Source: an optimization exercise on an open RTL-to-GDS flow (aim: small area). Production flows keep margins and buffers that such runs may drop.
Only simulation tests tie the RTL to the original design; equivalence was not proved.
Power is estimated from default activity; no workload was simulated.

// reaction_main
module reaction_main(
  input clock, reset, start, stop, ave, ave2,
  output led,
  output [3:0] an,
  output a, b, c, d, e, f, g, dp
  );
Size: ~280 cells after synthesis, roughly 54 flip-flops, about 19 I/O pins, about 2900 sq um of cells after synthesis.
export LEC_CHECK = 0
export CAP_MARGIN = 20
export CORE_MARGIN = 2
export CORE_UTILIZATION = 40
export SLEW_MARGIN = 20
export BUFFER_PORTS_ARGS = -buffer_cell sky130_fd_sc_hd__buf_1
export CTS_ARGS = -sink_clustering_enable -repair_clock_nets -dont_use_dummy_load
create_clock -name core_clock -period 6.0 [get_ports {clock}]
standard.sh (not shown) runs the stock make flow with config.mk's settings and CLKGATE_MAP_FILE= SYNTH_SCRIPT=/design/flow/synth_recipe.tcl, a recipe that flattens the netlist after the stock synthesis.
==> flow/flow/run.sh <==
#!/bin/bash
# The standard layout (the standard.sh) with two changes:
#  - the port buffers are the smallest buffer cell (buf_1);
#  - clock tree synthesis adds no dummy loads.
# Each tool's output stays in the ORFS logs under orfs/logs; make's own
# output goes to standard.log.
set -e
echo 'export BUFFER_PORTS_ARGS = -buffer_cell sky130_fd_sc_hd__buf_1' >> config.mk
echo 'export CTS_ARGS = -sink_clustering_enable -repair_clock_nets -dont_use_dummy_load' >> config.mk
bash standard.sh > standard.log 2>&1
The starting point completed with no timing, DRC or antenna violations.
Change:
--- a/flow/flow/run.sh
+++ b/flow/flow/run.sh
@@ -2 +2,4 @@
-# The standard layout (the standard.sh) with two changes:
+# The standard layout (the standard.sh) with three changes:
+#  - after floorplanning, each combinational cell that synthesis sized up is
+#    swapped for the smallest cell of its family (flow/downsize.tcl); the
+#    placement and CTS repair steps size up again where timing needs it;
@@ -7,0 +11 @@
+echo "export POST_FLOORPLAN_TCL = $PWD/flow/downsize.tcl" >> config.mk
==> flow/flow/downsize.tcl (new file) <==
# Swap each combinational standard cell for the smallest cell of its family
# (same function and pins, another drive strength).  Registers, clock
# cells, tie cells and physical cells keep theirs.  Later repair steps
# upsize again where timing, slew or capacitance need it.
proc ds_dont_use { name } {
  foreach pat $::env(DONT_USE_CELLS) {
    if { [string match $pat $name] } { return 1 }
  }
  return 0
}
set ds_db [ord::get_db]
set ds_count 0
set ds_saved 0
foreach ds_inst [[ord::get_db_block] getInsts] {
  set ds_master [$ds_inst getMaster]
  set ds_name [$ds_master getName]
  if { ![regexp {^(sky130_fd_sc_hd__)([a-z0-9]+)_([0-9]+)$} $ds_name -> ds_pfx ds_base ds_drv] } { continue }
  if { [regexp {^(df|edf|sdf|sedf|dl|tap|fill|decap|conb|clk|lpflow|probe|diode)} $ds_base] } { continue }
  set ds_best $ds_master
  foreach ds_d {0 1 2 3 4 6 8 12 16} {
    set ds_cand [$ds_db findMaster "${ds_pfx}${ds_base}_${ds_d}"]
    if { $ds_cand == "NULL" || $ds_cand == "" } { continue }
    if { [ds_dont_use [$ds_cand getName]] } { continue }
    if { [$ds_cand getWidth] < [$ds_best getWidth] } { set ds_best $ds_cand }
  }
  if { $ds_best != $ds_master } {
    set ds_saved [expr { $ds_saved + [$ds_master getWidth] - [$ds_best getWidth] }]
    $ds_inst swapMaster $ds_best
    incr ds_count
  }
}
puts "downsize: swapped $ds_count cells, width saved [expr { $ds_saved / 1000.0 }] um"
POST_FLOORPLAN_TCL = /design/flow/flow/downsize.tcl   (was unset)
Worst setup slack is worse by 330 ps.
Global-route usage goes down by 0.37 points.
Utilization goes down by 0.87 points.
Clock skew goes down by 5.5 ps.
Power goes down by a few percent.
Sequential cell count stays the same.
Fmax goes down by a little under a tenth.
Wire length goes down by a few percent.
Cell area goes down slightly.

---

The RTL this note starts from:
==> flow/design.v <==
`timescale 1ns / 1ps
module muxer(
  input clock,
  input reset,
  input digits,           
  input dash63,           
  input [3:0] d0,
  input [3:0] d1,
  input [2:0] d2,
  input [3:0] d3,
  output a_m, b_m, c_m, d_m, e_m, f_m, g_m, dp_m,
  output [3:0] an_m
  );
reg [15:0] s;
reg [1:0] g;    
wire z = ~|s[14:0];
wire fb = s[15] ^ s[14] ^ s[12] ^ s[3] ^ z;
wire wrap = s[15] & z;
always @(posedge clock or posedge reset) begin
  if (reset) begin
    s <= 16'd0;
    g <= 2'd0;
  end else begin
    s <= {s[14:0], fb};
    g <= wrap ? {g[0], ~g[1]} : g;
  end
end
reg [3:0] v;
always @(*) begin
  if (digits)
    case (g)
      2'b00: v = d0;
      2'b01: v = d1;
      2'b11: v = {d2[2], ~d2[2], d2[1:0]};
      default: v = d3;
    endcase
  else if (dash63)
    case (g)
      2'b00: v = 4'd9;
      2'b01: v = 4'd12;
      2'b11: v = 4'd0;
      2'b10: v = 4'd0;
    endcase
  else
    case (g)
      2'b00: v = 4'd0;
      2'b01: v = 4'd5;
      2'b11: v = 4'd4;
      2'b10: v = 4'd0;
    endcase
end
reg [6:0] seg;
always @(*) begin
  case (v)
    4'd0: seg = 7'b0111111;
    4'd1: seg = 7'b0111111;
    4'd2: seg = 7'b0111111;
    4'd3: seg = 7'b0111111;
    4'd4: seg = 7'b0001001;
    4'd5: seg = 7'b1001111;
    4'd6: seg = 7'b1000000;
    4'd7: seg = 7'b1111001;
    4'd8: seg = 7'b0100100;
    4'd9: seg = 7'b0110000;
    4'd10: seg = 7'b0011001;
    4'd11: seg = 7'b0010010;
    4'd12: seg = 7'b0000010;
    4'd13: seg = 7'b1111000;
    4'd14: seg = 7'b0000000;
    4'd15: seg = 7'b0010000;
  endcase
end
assign {g_m, f_m, e_m, d_m, c_m, b_m, a_m} = seg;
assign an_m = {~(g[1] & ~g[0]), ~(g[1] & g[0]), ~(~g[1] & g[0]), ~(~g[1] & ~g[0])};
assign dp_m = ~g[0];
endmodule
`timescale 1ns / 1ps
module reaction_main(
  input clock, reset, start, stop, ave, ave2,
  output led,
  output [3:0] an,
  output a, b, c, d, e, f, g, dp
  );
reg dffstr1, dffstr2, dffstp1, dffstp2;
always @(posedge clock) begin
  dffstr1 <= start;
  dffstr2 <= dffstr1;
  dffstp1 <= stop;
  dffstp2 <= dffstp1;
end
wire db_start = ~dffstr1 & dffstr2;
wire db_stop  = ~dffstp1 & dffstp2;
reg q0, q1, q2;
reg [28:0] r;
localparam [28:0] TERM = 29'd500000000;
localparam [28:0] INIT = (TERM & 29'h1F000000) | (29'd6 << 20) | (29'd2 << 17)
                       | (29'd6 << 13) | (29'd6 << 9) | 29'd11;
localparam [28:0] SETM = INIT & ~(TERM + 29'd1);
localparam [28:0] CLRM = ~INIT & (TERM + 29'd1);
wire eq      = (r == TERM);
wire idle    = ~q0 & ~q1;
wire startng = q0 & ~q1;
wire run     = q1 & (q0 | ~q2);
wire shift   = idle & ~db_start;
wire load    = startng & eq;
wire [29:0] cy;
wire [7:0] gc;
assign gc[0] = startng | run;
genvar i, j;
generate for (j = 0; j < 8; j = j + 1) begin : grp
  if (j < 7) begin : skip
    assign gc[j+1] = gc[j] & (&r[4*j+3:4*j]);
  end
  assign cy[4*j] = gc[j];
  for (i = 4*j; i < 4*j+3 && i < 28; i = i + 1) begin : rip
    assign cy[i+1] = cy[i] & r[i];
  end
end endgenerate
assign cy[29] = cy[28] & r[28];
wire wt = q1 & cy[9];
wire w0 = q1 & cy[13];
wire w1 = q1 & cy[17];
wire w2 = q1 & cy[20];
wire w3 = q1 & cy[24];
wire [28:0] corr = {5'b0, 1'b0, w3, w3, 1'b0, 1'b0, w2, 1'b0,
                    1'b0, w1, w1, 1'b0, 1'b0, w0, w0, 1'b0,
                    5'b0, wt, 1'b0, wt, wt};
wire [28:0] inc = ((r ^ cy[28:0]) | corr | (SETM & {29{load}})) & ~(CLRM & {29{load}});
always @(posedge clock or posedge reset) begin
  if (reset) begin
    r  <= 29'hF;
    q0 <= 1'b0;
    q1 <= 1'b0;
    q2 <= 1'b0;
  end else begin
    r  <= shift ? {r[27:0], r[28] ^ r[26]} : inc;
    q0 <= ~q1 & (q0 | db_start);
    q1 <= q1 | (q0 & eq);
    q2 <= idle ? ave : (q1 ? (~q0 & (q2 | db_stop)) : q2);
  end
end
assign led = (q1 | (q0 & eq)) & ~db_stop;
muxer display (
  .clock(clock), .reset(reset),
  .digits(q1), .dash63(q0 ? q2 : ave),
  .d0(r[12:9]), .d1(r[16:13]), .d2(r[19:17]), .d3(r[23:20]),
  .a_m(a), .b_m(b), .c_m(c), .d_m(d), .e_m(e), .f_m(f), .g_m(g),
  .dp_m(dp), .an_m(an)
);
endmodule
clock: 6.0 ns
lec_check: 0
cap_margin: 20
core_margin: 2
core_utilization: 40
gpl_timing_driven: 0
slew_margin: 20
post_floorplan_tcl: /design/flow/flow/downsize.tcl
buffer_ports_args: -buffer_cell sky130_fd_sc_hd__buf_1
cts_args: -sink_clustering_enable -repair_clock_nets -dont_use_dummy_load
==> flow/flow/run.sh <==
#!/bin/bash
# The standard layout (the standard.sh) with three changes:
#  - after floorplanning, each combinational cell that synthesis sized up is
#    swapped for the smallest cell of its family (flow/downsize.tcl); the
#    placement and CTS repair steps size up again where timing needs it;
#  - the port buffers are the smallest buffer cell (buf_1);
#  - clock tree synthesis adds no dummy loads.
# Each tool's output stays in the ORFS logs under orfs/logs; make's own
# output goes to standard.log.
set -e
echo "export POST_FLOORPLAN_TCL = $PWD/flow/downsize.tcl" >> config.mk
echo 'export BUFFER_PORTS_ARGS = -buffer_cell sky130_fd_sc_hd__buf_1' >> config.mk
echo 'export CTS_ARGS = -sink_clustering_enable -repair_clock_nets -dont_use_dummy_load' >> config.mk
bash standard.sh > standard.log 2>&1
==> flow/flow/downsize.tcl <==
# Swap each combinational standard cell for the smallest cell of its family
# (same function and pins, another drive strength).  Registers, clock
# cells, tie cells and physical cells keep theirs.  Later repair steps
# upsize again where timing, slew or capacitance need it.
proc ds_dont_use { name } {
  foreach pat $::env(DONT_USE_CELLS) {
    if { [string match $pat $name] } { return 1 }
  }
  return 0
}
set ds_db [ord::get_db]
set ds_count 0
set ds_saved 0
foreach ds_inst [[ord::get_db_block] getInsts] {
  set ds_master [$ds_inst getMaster]
  set ds_name [$ds_master getName]
  if { ![regexp {^(sky130_fd_sc_hd__)([a-z0-9]+)_([0-9]+)$} $ds_name -> ds_pfx ds_base ds_drv] } { continue }
  if { [regexp {^(df|edf|sdf|sedf|dl|tap|fill|decap|conb|clk|lpflow|probe|diode)} $ds_base] } { continue }
  set ds_best $ds_master
  foreach ds_d {0 1 2 3 4 6 8 12 16} {
    set ds_cand [$ds_db findMaster "${ds_pfx}${ds_base}_${ds_d}"]
    if { $ds_cand == "NULL" || $ds_cand == "" } { continue }
    if { [ds_dont_use [$ds_cand getName]] } { continue }
    if { [$ds_cand getWidth] < [$ds_best getWidth] } { set ds_best $ds_cand }
  }
  if { $ds_best != $ds_master } {
    set ds_saved [expr { $ds_saved + [$ds_master getWidth] - [$ds_best getWidth] }]
    $ds_inst swapMaster $ds_best
    incr ds_count
  }
}
puts "downsize: swapped $ds_count cells, width saved [expr { $ds_saved / 1000.0 }] um"
Then changed:
==> flow/run.sh (new file) <==
#!/bin/bash
# synth_recipe.tcl (not shown) runs the flow's synth.tcl, then flattens the netlist and writes it again
# the make line also repeats each setting of config.mk as NAME=value (left out here)
make -C /OpenROAD-flow-scripts/flow DESIGN_CONFIG=/design/flow/config.mk WORK_HOME=/design/flow/orfs CLKGATE_MAP_FILE= SYNTH_SCRIPT=/design/flow/synth_recipe.tcl finish
BUFFER_PORTS_ARGS = unset   (was -buffer_cell sky130_fd_sc_hd__buf_1)
CORE_UTILIZATION = 65   (was 40)
CTS_ARGS = unset   (was -sink_clustering_enable -repair_clock_nets -dont_use_dummy_load)
GPL_TIMING_DRIVEN = unset   (was 0)
POST_FLOORPLAN_TCL = unset   (was /design/flow/flow/downsize.tcl)
removed: flow/flow/run.sh
removed: flow/flow/downsize.tcl
removed: flow/standard.sh
Effect: First-iteration DRC count rises by well over a third. Clock-buffer cell count rises by 1. Wire length falls by a little under a tenth.
Then changed:
==> flow/flow/run.sh (new file) <==
#!/bin/bash
# The standard layout (the standard.sh) with two changes:
#  - the port buffers are the smallest buffer cell (buf_1);
#  - clock tree synthesis adds no dummy loads.
# Each tool's output stays in the ORFS logs under orfs/logs; make's own
# output goes to standard.log.
set -e
echo 'export BUFFER_PORTS_ARGS = -buffer_cell sky130_fd_sc_hd__buf_1' >> config.mk
echo 'export CTS_ARGS = -sink_clustering_enable -repair_clock_nets -dont_use_dummy_load' >> config.mk
bash standard.sh > standard.log 2>&1
==> flow/standard.sh (new file) <==
#!/bin/bash
# synth_recipe.tcl (not shown) runs the flow's synth.tcl, then flattens the netlist and writes it again
# the make line also repeats each setting of config.mk as NAME=value (left out here)
make -C /OpenROAD-flow-scripts/flow DESIGN_CONFIG=/design/flow/config.mk WORK_HOME=/design/flow/orfs CLKGATE_MAP_FILE= SYNTH_SCRIPT=/design/flow/synth_recipe.tcl "${@:-finish}"
BUFFER_PORTS_ARGS = -buffer_cell sky130_fd_sc_hd__buf_1   (was unset)
CTS_ARGS = -sink_clustering_enable -repair_clock_nets -dont_use_dummy_load   (was unset)
removed: flow/run.sh
Die area does not change.
Wire length grows slightly.
Setup slack improved by 0.78 ns.
Flip-flop and latch count stays the same.
Synthesized cell count is unchanged.
Core utilization came out lower by 3.2 points.
Cell count came out lower slightly.
Non-clock buffer count is unchanged.
Register-to-register slack gets worse by 0.05 ns.
Then changed:
==> flow/flow/run.sh (replaced) <==
#!/bin/bash
# Standard layout, with the port buffers made from the smallest buffer cell.
set -e
cp standard.sh standard.sh.txt
cp config.mk config.mk.orig.txt
echo 'export BUFFER_PORTS_ARGS = -buffer_cell sky130_fd_sc_hd__buf_1' >> config.mk
bash standard.sh > standard.log 2>&1
CORE_UTILIZATION = 40   (was 65)
CTS_ARGS = unset   (was -sink_clustering_enable -repair_clock_nets -dont_use_dummy_load)
After rerunning: The new run finished with timing, DRC and antenna clean. Power grows by a few percent. Sequential cell count is unchanged. Die area grows by well over a third. Wire length grows by a few percent. Design area grows by a few percent. Worst setup slack loses 0.043 ns. Hold slack hardly moves. Global-route usage shrinks by 8.9 points. Utilization shrinks by 25 points. Sequential power barely changes. Synthesized cell count stays the same.

==> separate check: timing with driven ports <==
No port has a modelled driver above. Below, the same layouts with a new extraction and two added sets of constraints. Step 1, drivers: a clkbuf_16 drives clock and a buf_2 each remaining input, both assumed. Step 2 also shifts input and output timing later by t, the mid clock arrival at the registers, as if the neighbouring blocks saw the same clock. Three values: no drivers, after step 1, after step 2; two values: the first two.
| run | shift t [ns] | setup WS [ns] | worst setup path at the end | worst slew at a driven data input, ns | cell pins on the clock port's net |
|---|---|---|---|---|---|
| the first run of note 1 | 0.331 | 2.070 / 2.047 / 2.047 | input to output | 0.03 | 1 |
| the second run of note 1 | 0.329 | 1.744 / 1.723 / 1.723 | input to output | 0.03 | 1 |
| the first run of note 2 | 0.333 | 1.759 / 1.737 / 1.737 | input to output | 0.03 | 1 |
| the second run of note 2 | 0.338 | 1.324 / 1.298 / 1.298 | input to output | 0.03 | 1 |
| the third run of note 2 | 0.323 | 2.103 / 2.079 / 2.079 | input to output | 0.03 | 1 |
| the fourth run of note 2 | 0.341 | 2.060 / 2.037 / 2.037 | input to output | 0.03 | 1 |
After both steps setup and hold are still met in every run listed. For the second run of note 2, which loses most, drivers alone change the setup slack by -0.026 ns; drivers and shift together by -0.026 ns.
